Context: an optimization exercise on an open-source flow, tuned for small area, a short achievable clock period and few clock cycles per item. The choices shown serve that exercise and are no tape-out recipe. In this exercise RTL edits were held to simulation tests only and were not proved equivalent to the original. Power is estimated from default activity; no workload was simulated.

==> flow/design.v <==
module hft_div #(
    parameter SW = 30
)(
    input  wire          clk,
    input  wire          rst_n,
    input  wire          full,       
    input  wire          in_v,
    input  wire [31:0]   num,
    input  wire [26:0]   den,
    input  wire [SW-1:0] side_in,
    output wire          adv,        
    output wire          out_v,      
    output wire [6:0]    quotient,
    output wire [SW-1:0] side_out
);
    reg [26:0]   r  [0:5];
    reg [26:0]   d  [0:5];
    reg [6:0]    nq [0:6];    
    reg [SW-1:0] sd [0:6];
    reg [6:0]    v;           
    reg [6:0]    p;           
    reg [2:0]    wt;          
    wire rot = (wt != 3'd0) | (v[6] & full);
    assign adv      = ~rot;
    assign out_v    = v[6] & ~rot;
    assign quotient = nq[6];
    assign side_out = sd[6];
    integer k;
    reg [26:0] ri, di;
    reg [6:0]  ni;
    reg [28:0] t;
    always @(posedge clk) begin
        if (!rst_n) begin
            v  <= 0;
            wt <= 0;
        end else begin
            v <= {v[5:0], rot ? v[6] : in_v};
            if (wt != 3'd0)          wt <= wt - 3'd1;
            else if (v[6] & full)    wt <= 3'd6;
        end
    end
    always @(posedge clk) begin
        p <= {p[5:0], rot};
        for (k = 0; k < 7; k = k + 1) begin
            if (k == 0) begin
                ri = {2'b0, num[31:7]};
                di = den;
                ni = num[6:0];
            end else begin
                ri = r[k-1];
                di = d[k-1];
                ni = nq[k-1];
            end
            t = {1'b0, ri, ni[6]} - {2'b0, di};
            if (k < 6) begin
                r[k] <= t[28] ? {ri[25:0], ni[6]} : t[26:0];
                d[k] <= di;
            end
            if (k == 0) begin
                nq[0] <= rot ? {nq[6][5:0], nq[6][6]} : {ni[5:0], ~t[28]};
                sd[0] <= rot ? sd[6] : side_in;
            end else begin
                nq[k] <= {ni[5:0], p[k-1] ? ni[6] : ~t[28]};
                sd[k] <= sd[k-1];
            end
        end
    end
endmodule
module hft #(
    parameter N_SHORT = 12,
    parameter N_LONG  = 26,
    parameter N_RSI = 14
)(
    input  wire        s_aclk,
    input  wire        s_aresetn,
    input  wire        s_axis_tvalid,
    input  wire        m_axis_tready,
    input  wire        s_axis_tlast,
    input  wire [31:0] s_axis_tdata,
    output wire        s_axis_tready,
    output wire        m_axis_tvalid,
    output wire        m_axis_tlast,
    output wire [31:0] m_axis_macd_tdata,
    output wire [31:0] m_axis_rsi_tdata
);
    integer i;
    reg        ov, kv;
    reg [27:0] o_macd, k_macd;
    reg [6:0]  o_rsi, k_rsi;
    reg        o_last, k_last;
    wire adv;                        
    assign s_axis_tready = adv;
    reg        v0, t0;
    reg [31:0] x0;
    always @(posedge s_aclk) begin
        if (!s_aresetn) v0 <= 0;
        else if (adv)   v0 <= s_axis_tvalid;
        if (adv) begin
            x0 <= s_axis_tdata;
            t0 <= s_axis_tlast;
        end
    end
    reg [31:0] w [0:N_LONG-1];
    reg [4:0]  cnt;                  
    reg        f1, f12, f14, f26;    
    reg        v1, t1, pnz1;
    reg [32:0] d1, e12, e26, so1;
    reg [32:0] sl [0:N_RSI-1];
    wire [31:0] prev  = f1  ? w[0]  : 32'd0;
    wire [31:0] old12 = f12 ? w[N_SHORT-1] : 32'd0;
    wire [31:0] old26 = f26 ? w[N_LONG-1]  : 32'd0;
    wire        go1   = adv & v0;
    wire [4:0]  cnt_n = (cnt == 5'd26) ? cnt : cnt + 5'd1;
    always @(posedge s_aclk) begin
        if (go1) begin
            w[0] <= x0;
            for (i = 1; i < N_LONG; i = i + 1) w[i] <= w[i-1];
        end
        if (adv) begin
            d1   <= {1'b0, x0} - {1'b0, prev};
            e12  <= {1'b0, x0} - {1'b0, old12};
            e26  <= {1'b0, x0} - {1'b0, old26};
            pnz1 <= |prev;
            so1  <= f14 ? (v1 ? sl[N_RSI-2] : sl[N_RSI-1]) : 33'd0;
            t1   <= t0;
        end
    end
    always @(posedge s_aclk) begin
        if (!s_aresetn) begin
            cnt <= 0; f1 <= 0; f12 <= 0; f14 <= 0; f26 <= 0; v1 <= 0;
        end else begin
            if (adv) v1 <= v0;
            if (go1) begin
                cnt <= cnt_n;
                f1  <= 1'b1;
                f12 <= cnt_n >= 5'd12;
                f14 <= cnt_n >= 5'd14;
                f26 <= cnt_n >= 5'd26;
            end
        end
    end
    reg [35:0] s12;
    reg [36:0] s26;
    reg        v2, t2, pnz2;
    reg [32:0] gd2, ld2;
    wire        go2  = adv & v1;
    wire [32:0] g_new = d1[32]  ? 33'd0 : {1'b0, d1[31:0]};
    wire [32:0] g_old = so1[32] ? 33'd0 : {1'b0, so1[31:0]};
    wire [32:0] m_new = d1[32]  ? d1  : 33'd0;    
    wire [32:0] m_old = so1[32] ? so1 : 33'd0;
    always @(posedge s_aclk) begin
        if (go2) begin
            sl[0] <= pnz1 ? d1 : so1;
            for (i = 1; i < N_RSI; i = i + 1) sl[i] <= sl[i-1];
        end
        if (adv) begin
            gd2 <= g_new - g_old;       
            pnz2 <= pnz1;
            ld2 <= m_old - m_new;       
            t2  <= t1;
        end
    end
    always @(posedge s_aclk) begin
        if (!s_aresetn) begin
            s12 <= 0; s26 <= 0; v2 <= 0;
        end else begin
            if (adv) v2 <= v1;
            if (go2) begin
                s12 <= s12 + {{3{e12[32]}}, e12};
                s26 <= s26 + {{4{e26[32]}}, e26};
            end
        end
    end
    reg [35:0] gs, ls;
    reg [36:0] p3, q3;
    reg        v3, t3;
    wire       go3 = adv & v2 & pnz2;
    always @(posedge s_aclk) begin
        if (!s_aresetn) begin
            gs <= 0; ls <= 0; v3 <= 0;
        end else begin
            if (adv) v3 <= v2;
            if (go3) begin
                gs <= gs + {{3{gd2[32]}}, gd2};
                ls <= ls + {{3{ld2[32]}}, ld2};
            end
        end
        if (adv) begin
            p3 <= {1'b0, s12} + ({1'b0, s12} << 2);
            q3 <= s26 + (s26 << 1);
            t3 <= t2;
        end
    end
    reg        v4, t4;
    reg [25:0] ag4, al4;
    reg [26:0] ah4, bh4;
    wire [35:0] ag_full = (gs << 6) + (gs << 3) + gs;    
    wire [35:0] al_full = (ls << 6) + (ls << 3) + ls;
    wire [36:0] a_full  = p3 + (p3 << 4);                
    wire [36:0] b_full  = q3 + (q3 << 2) + (q3 << 3);    
    always @(posedge s_aclk) begin
        if (!s_aresetn) v4 <= 0;
        else if (adv)   v4 <= v3;
        if (adv) begin
            ag4 <= ag_full[35:10];
            al4 <= al_full[35:10];
            ah4 <= a_full[36:10];
            bh4 <= b_full[36:10];
            t4  <= t3;
        end
    end
    reg        v5, t5, lz5;
    reg [31:0] num5;
    reg [26:0] den5;
    reg [27:0] macd5;
    wire [31:0] ag4w = {6'd0, ag4};
    wire [31:0] num_full = (ag4w << 6) + (ag4w << 5) + (ag4w << 2);
    always @(posedge s_aclk) begin
        if (!s_aresetn) v5 <= 0;
        else if (adv)   v5 <= v4;
        if (adv) begin
            num5  <= num_full;
            den5  <= {1'b0, ag4} + {1'b0, al4};
            lz5   <= ~|al4;
            macd5 <= {1'b0, ah4} - {1'b0, bh4};
            t5    <= t4;
        end
    end
    wire        vq;
    wire [6:0]  q;
    wire [29:0] side;
    hft_div #(.SW(30)) u_div (
        .clk      (s_aclk),
        .rst_n    (s_aresetn),
        .full     (kv),
        .in_v     (v5),
        .num      (num5),
        .den      (den5),
        .side_in  ({lz5, t5, macd5}),
        .adv      (adv),
        .out_v    (vq),
        .quotient (q),
        .side_out (side)
    );
    wire [6:0]  rsi_n  = side[29] ? 7'd100 : q;
    wire [27:0] macd_n = side[27:0];
    wire        last_n = side[28];
    wire push   = vq;
    wire o_load = ~ov | m_axis_tready;
    always @(posedge s_aclk) begin
        if (!s_aresetn) begin
            ov <= 0; kv <= 0;
        end else begin
            if (o_load) begin
                ov  <= kv | push;
                kv  <= 1'b0;
            end else if (push) begin
                kv  <= 1'b1;
            end
        end
        if (o_load) begin
            o_macd <= kv ? k_macd : macd_n;
            o_rsi  <= kv ? k_rsi  : rsi_n;
            o_last <= kv ? k_last : last_n;
        end
        if (!kv) begin
            k_macd <= macd_n;
            k_rsi  <= rsi_n;
            k_last <= last_n;
        end
    end
    assign m_axis_tvalid     = ov;
    assign m_axis_tlast      = o_last;
    assign m_axis_macd_tdata = {{4{o_macd[27]}}, o_macd};
    assign m_axis_rsi_tdata  = {25'd0, o_rsi};
endmodule
Settings: LEC_CHECK=0, CAP_MARGIN=20, CORE_MARGIN=2, CORE_UTILIZATION=55, CTS_BUF_LIST=sky130_fd_sc_hd__clkbuf_8 sky130_fd_sc_hd__clkbuf_16, CTS_CLUSTER_DIAMETER=80, CTS_CLUSTER_SIZE=30, PLACE_DENSITY=0.65, SETUP_SLACK_MARGIN=4.5, SLEW_MARGIN=20, TNS_END_PERCENT=5; clock period 8.0 ns.
run.sh (not shown) runs the stock make flow with config.mk's settings and CLKGATE_MAP_FILE= SYNTH_SCRIPT=/design/flow/synth_recipe.tcl, a recipe that flattens the netlist after the stock synthesis.
The first run passed the timing, DRC and antenna checks.
Testbench counts at the start, summed over its fixed seeds: cycles 2,160, items 2,048.
Edit:
- PLACE_DENSITY: 0.65 -> unset
Outcome:
- power goes up by 1.1%
- via count goes up by 0.56%
- area after synthesis does not change
- die area is unchanged
- cell area stays flat
- critical path depth does not change
- wire length goes up by 3.1%
Edit:
- PLACE_DENSITY: unset -> 0.65
- SETUP_SLACK_MARGIN: 4.5 -> 4.8
The changed run completed with no timing, DRC or antenna violations.
Total power is about the same.
Design area climbs by 1.5%.
Global-route usage drops by 0.78 points.
Die area does not change.
Clock-buffer cell count drops by 15.
Wire length drops by 1.9%.
Sequential power stays flat.
Clock skew drops by 0.0039 ns.
Setup slack improves by 0.13 ns.
Flip-flop and latch count is unchanged.
Synthesized area does not change.

separate check: timing with driven ports:
How much do the figures lean on ideal ports? The routed layouts below were timed once more, with nothing changed but the port constraints.
Step 1 (the two cells are an assumption about what drives the block):
set clk [get_ports {s_aclk}]
set_driving_cell -lib_cell sky130_fd_sc_hd__clkbuf_16 $clk
set_driving_cell -lib_cell sky130_fd_sc_hd__buf_2 [delete_from_list [all_inputs] $clk]
Step 2 moves the port delays by t, midway between the first and last clock arrival at a register: inputs arrive t later, outputs are due t later. That takes back most of the time a late clock gives input paths.
a / b / c = no drivers / after step 1 / after step 2; a / b = the first two.
| run | shift t [ns] | setup slack, ns | slew at the worst register clock pin (ns) |
|---|---|---|---|
| the first run | 0.909 | 4.403 / 4.317 / 4.075 | 0.12 / 0.12 |
| the second run | 0.892 | 4.288 / 4.200 / 4.330 | 0.11 / 0.11 |
| the third run | 0.909 | 4.420 / 4.420 / 4.420 | 0.11 / 0.11 |
After both steps every run listed still meets setup and hold. The setup slack of the first run, which loses most, moves by -0.086 ns with the drivers and by -0.328 ns with both steps.
